Source: an optimization exercise on an open RTL-to-GDS flow (aim: small area). Production flows keep margins and buffers that such runs may drop. Only simulation tests tie the RTL to the original design; equivalence was not proved.

==> inputs of v25 <==
==> flow/design.v <==
module uart_alu_top (
  input  i_clock,
  input  i_reset,
  input  i_tx,
  output o_rx,
  output o_tx_done
);
  reg [7:0] lo;
  reg [1:0] hi;
  wire term = lo[7] & lo[2] & lo[1] & lo[0];    
  wire wrap = term & hi[1] & hi[0];
  always @(posedge i_clock) begin
    if (i_reset | term) lo <= 8'd0;
    else                lo <= lo + 8'd1;
    if (i_reset)        hi <= 2'd0;
    else if (term)      hi <= hi + 2'd1;
  end
  localparam RB_START = 4'd7, RB_STOP = 4'd1, RB_IDLE = 4'd2;
  reg [3:0] rb;
  reg [1:0] rq;         
  reg [1:0] bp;         
  wire ridle   = (rb == RB_IDLE);
  wire samp    = term & (hi == rq);
  wire rx_data = samp & rb[3];
  wire commit  = samp & (rb == RB_STOP) & i_tx;
  always @(posedge i_clock) begin
    if (i_reset) begin
      rb <= RB_IDLE;
    end else if (ridle) begin
      if (!i_tx) begin
        rb <= RB_START;
        rq <= hi + 2'd1;
      end
    end else if (samp) begin
      if ((rb == RB_START) & i_tx) rb <= RB_IDLE;
      else                         rb <= rb + 4'd1;
    end
  end
  always @(posedge i_clock) begin
    if (i_reset)     bp <= 2'd0;
    else if (commit) bp <= {bp[0], ~(bp[0] | bp[1])};
  end
  reg [7:0] a, b;
  reg [2:0] s;
  reg       k;
  reg       c;
  localparam TS_IDLE = 4'd2, TS_COMP = 4'd5, TS_START = 4'd7, TS_STOP = 4'd1;
  reg [3:0] ts;
  wire comp     = (ts == TS_COMP);
  wire serial   = comp & lo[7];
  wire is_arith = k & ~s[0] & ~s[2];            
  wire is_logic = k & s[2];                      
  wire is_shift = ~k & s[1] & ~s[2];             
  wire shift    = comp & (lo[7:3] == 5'd0) & is_shift & ((|b[7:3]) | (lo[2:0] < b[2:0]));
  wire fill     = s[0] & a[7];
  wire bx   = b[0] ^ s[1];
  wire sum  = a[0] ^ bx ^ c;
  wire cout = (a[0] & bx) | (a[0] & c) | (bx & c);
  reg  lg;
  always @(*) begin
    case ({s[1], s[0]})
      2'b00: lg = a[0] & b[0];
      2'b01: lg = a[0] | b[0];
      2'b10: lg = a[0] ^ b[0];
      2'b11: lg = ~(a[0] | b[0]);
    endcase
  end
  wire r = (is_arith & sum) | (is_logic & lg) | (is_shift & a[0]);
  wire op_bit = rx_data & bp[1];
  always @(posedge i_clock) begin
    if ((rx_data & (bp == 2'd0)) | shift | serial)
      a <= {comp ? fill : i_tx, a[7:1]};
    if ((rx_data & bp[0]) | serial | (wrap & ts[3]))
      b <= {comp ? r : i_tx, b[7:1]};
    if (op_bit & (rb[2:0] <= 3'd2))
      s <= {i_tx, s[2:1]};
    else if (op_bit & ((rb[2:0] == 3'd3) | (rb[2:0] == 3'd4)) & i_tx)
      s <= 3'b001;
    if (op_bit & (rb[2:0] == 3'd5))
      k <= i_tx;
    c <= serial ? cout : s[1];
  end
  always @(posedge i_clock) begin
    if (i_reset) ts <= TS_IDLE;
    else if (ts == TS_IDLE) begin
      if (commit & bp[1]) ts <= TS_COMP;
    end else if (comp ? term : wrap) ts <= ts + 4'd1;
  end
  assign o_rx      = (ts != TS_START) & ~(ts[3] & ~b[0]);
  assign o_tx_done = (ts == TS_STOP) & wrap;
endmodule
==> flow/run.sh <==
#!/bin/bash
# synth_recipe.tcl (not shown) runs the flow's synth.tcl, then flattens the netlist and writes it again
# the make line also repeats each setting of config.mk as NAME=value (left out here)
make -C /OpenROAD-flow-scripts/flow DESIGN_CONFIG=/design/flow/config.mk WORK_HOME=/design/flow/orfs CLKGATE_MAP_FILE= SYNTH_SCRIPT=/design/flow/synth_recipe.tcl finish
==> flow/config.mk <==
export PLATFORM = sky130hd
export DESIGN_NAME = uart_alu_top
export DESIGN_NICKNAME = uart_alu_top
export VERILOG_FILES = /design/flow/design.v
export SDC_FILE = /design/flow/constraint.sdc
export NUM_CORES = 4
export LEC_CHECK = 0
export CAP_MARGIN = 20
export CORE_MARGIN = 2
export CORE_UTILIZATION = 40
export SLEW_MARGIN = 20
==> flow/constraint.sdc <==
create_clock -name core_clock -period 5.0 [get_ports {i_clock}]
set_input_delay 1.0000 -clock core_clock [delete_from_list [all_inputs] [get_ports {i_clock}]]
set_output_delay 1.0000 -clock core_clock [all_outputs]
set_load 0.01 [all_outputs]
==> v21: changes against v25 <==
==> flow/design.v, changed modules only <==
module uart_alu_top (
  input  i_clock,
  input  i_reset,
  input  i_tx,
  output o_rx,
  output o_tx_done
);
  reg [7:0] lo;
  reg [1:0] hi;
  wire term = (lo == 8'd135);
  wire wrap = term & (hi == 2'd3);
  always @(posedge i_clock) begin
    if (i_reset | term) lo <= 8'd0;
    else                lo <= lo + 8'd1;
    if (i_reset)        hi <= 2'd0;
    else if (term)      hi <= hi + 2'd1;
  end
  localparam RB_IDLE = 4'd15;
  reg [3:0] rb;         
  reg [1:0] rq;         
  reg [1:0] bp;         
  wire samp    = term & (hi == rq) & (rb != RB_IDLE);
  wire rx_data = samp & (rb != 4'd0) & (rb <= 4'd8);
  wire commit  = samp & (rb == 4'd10) & i_tx;
  always @(posedge i_clock) begin
    if (i_reset) begin
      rb <= RB_IDLE;
    end else if (rb == RB_IDLE) begin
      if (!i_tx) begin
        rb <= 4'd0;
        rq <= hi + 2'd1;
      end
    end else if (samp) begin
      if (rb == 4'd0)       rb <= i_tx ? RB_IDLE : 4'd1;
      else if (rb == 4'd10) rb <= i_tx ? RB_IDLE : 4'd0;
      else                  rb <= rb + 4'd1;
    end
  end
  always @(posedge i_clock) begin
    if (i_reset)     bp <= 2'd0;
    else if (commit) bp <= (bp == 2'd2) ? 2'd0 : bp + 2'd1;
  end
  reg [7:0] a, b;
  reg [5:0] op;
  reg       c;
  localparam TS_IDLE = 4'd0, TS_COMP = 4'd1, TS_WAIT = 4'd2, TS_BIT0 = 4'd3, TS_BIT10 = 4'd13;
  reg [3:0] ts;
  wire comp     = (ts == TS_COMP);
  wire serial   = comp & lo[7];
  wire is_shift = (op[5:1] == 5'b00001);
  wire shift    = comp & ~lo[7] & is_shift & ({1'b0, lo[6:0]} < b);
  wire fill     = op[0] & a[7];
  wire bx   = b[0] ^ op[1];
  wire sum  = a[0] ^ bx ^ c;
  wire cout = (a[0] & bx) | (a[0] & c) | (bx & c);
  reg  r;
  always @(*) begin
    case (op)
      6'b100000, 6'b100010: r = sum;
      6'b100100: r = a[0] & b[0];
      6'b100101: r = a[0] | b[0];
      6'b100110: r = a[0] ^ b[0];
      6'b100111: r = ~(a[0] | b[0]);
      6'b000011, 6'b000010: r = a[0];
      default:   r = 1'b0;
    endcase
  end
  wire tx_data_bit = (ts > TS_BIT0) & (ts < TS_BIT0 + 4'd9);
  always @(posedge i_clock) begin
    if ((rx_data & (bp == 2'd0)) | shift | serial)
      a <= {comp ? fill : i_tx, a[7:1]};
    if ((rx_data & (bp == 2'd1)) | serial | (wrap & tx_data_bit))
      b <= {comp ? r : i_tx, b[7:1]};
    if (rx_data & (bp == 2'd2) & (rb <= 4'd6))
      op <= {i_tx, op[5:1]};
    c <= serial ? cout : op[1];
  end
  always @(posedge i_clock) begin
    if (i_reset) ts <= TS_IDLE;
    else case (ts)
      TS_IDLE:  if (commit & (bp == 2'd2)) ts <= TS_COMP;
      TS_COMP:  if (term) ts <= TS_WAIT;
      TS_BIT10: if (wrap) ts <= TS_IDLE;
      default:  if (wrap) ts <= ts + 4'd1;
    endcase
  end
  assign o_rx      = (ts != TS_BIT0) & ~(tx_data_bit & ~b[0]);
  assign o_tx_done = (ts == TS_BIT10) & wrap;
endmodule
==> summary.txt <==
compound-gate portion of the synthesized area - 11.6%
Fill cells - 555
worst vdd ir - 0.000204 V
clock latency on the worst-skew pair - 300 ps
status - finished clean
Die X - 81.4 um
the above is filed under v21

==> summary.txt <==
# Max-Cap Violations - 0
Die X - 76.3 um
clock latency on the worst-skew pair - 290 ps
GR Layer Usage met2 - 19.4%
compound-gate portion of the synthesized area - 8.98%
antenna violations before repair - 0
worst vdd ir - 0.000155 V
status - finished clean
Cells after Synth - 196
the above is filed under v25

==> re-timing with driven ports <==
In the flow no input, the clock included, has a driving cell. The finished layouts below were timed again as built, in two steps.
Step 1: set_driving_cell puts a clkbuf_16 on i_clock and a buf_2 on each other input, an assumption about the parent block.
Step 2 moves the port delays by t, midway between the first and last clock arrival at a register: inputs arrive t later, outputs are due t later. That takes back most of the time a late clock gives input paths.
Three values: no drivers, after step 1, after step 2; two values: the first two.
run | t, ns | setup WS [ns] | cell pins on the clock port's net
v25 | 0.317 | 2.067 / 2.039 / 2.114 | 1
v21 | 0.318 | 1.839 / 1.814 / 2.131 | 1
After both steps every run listed still meets setup and hold.
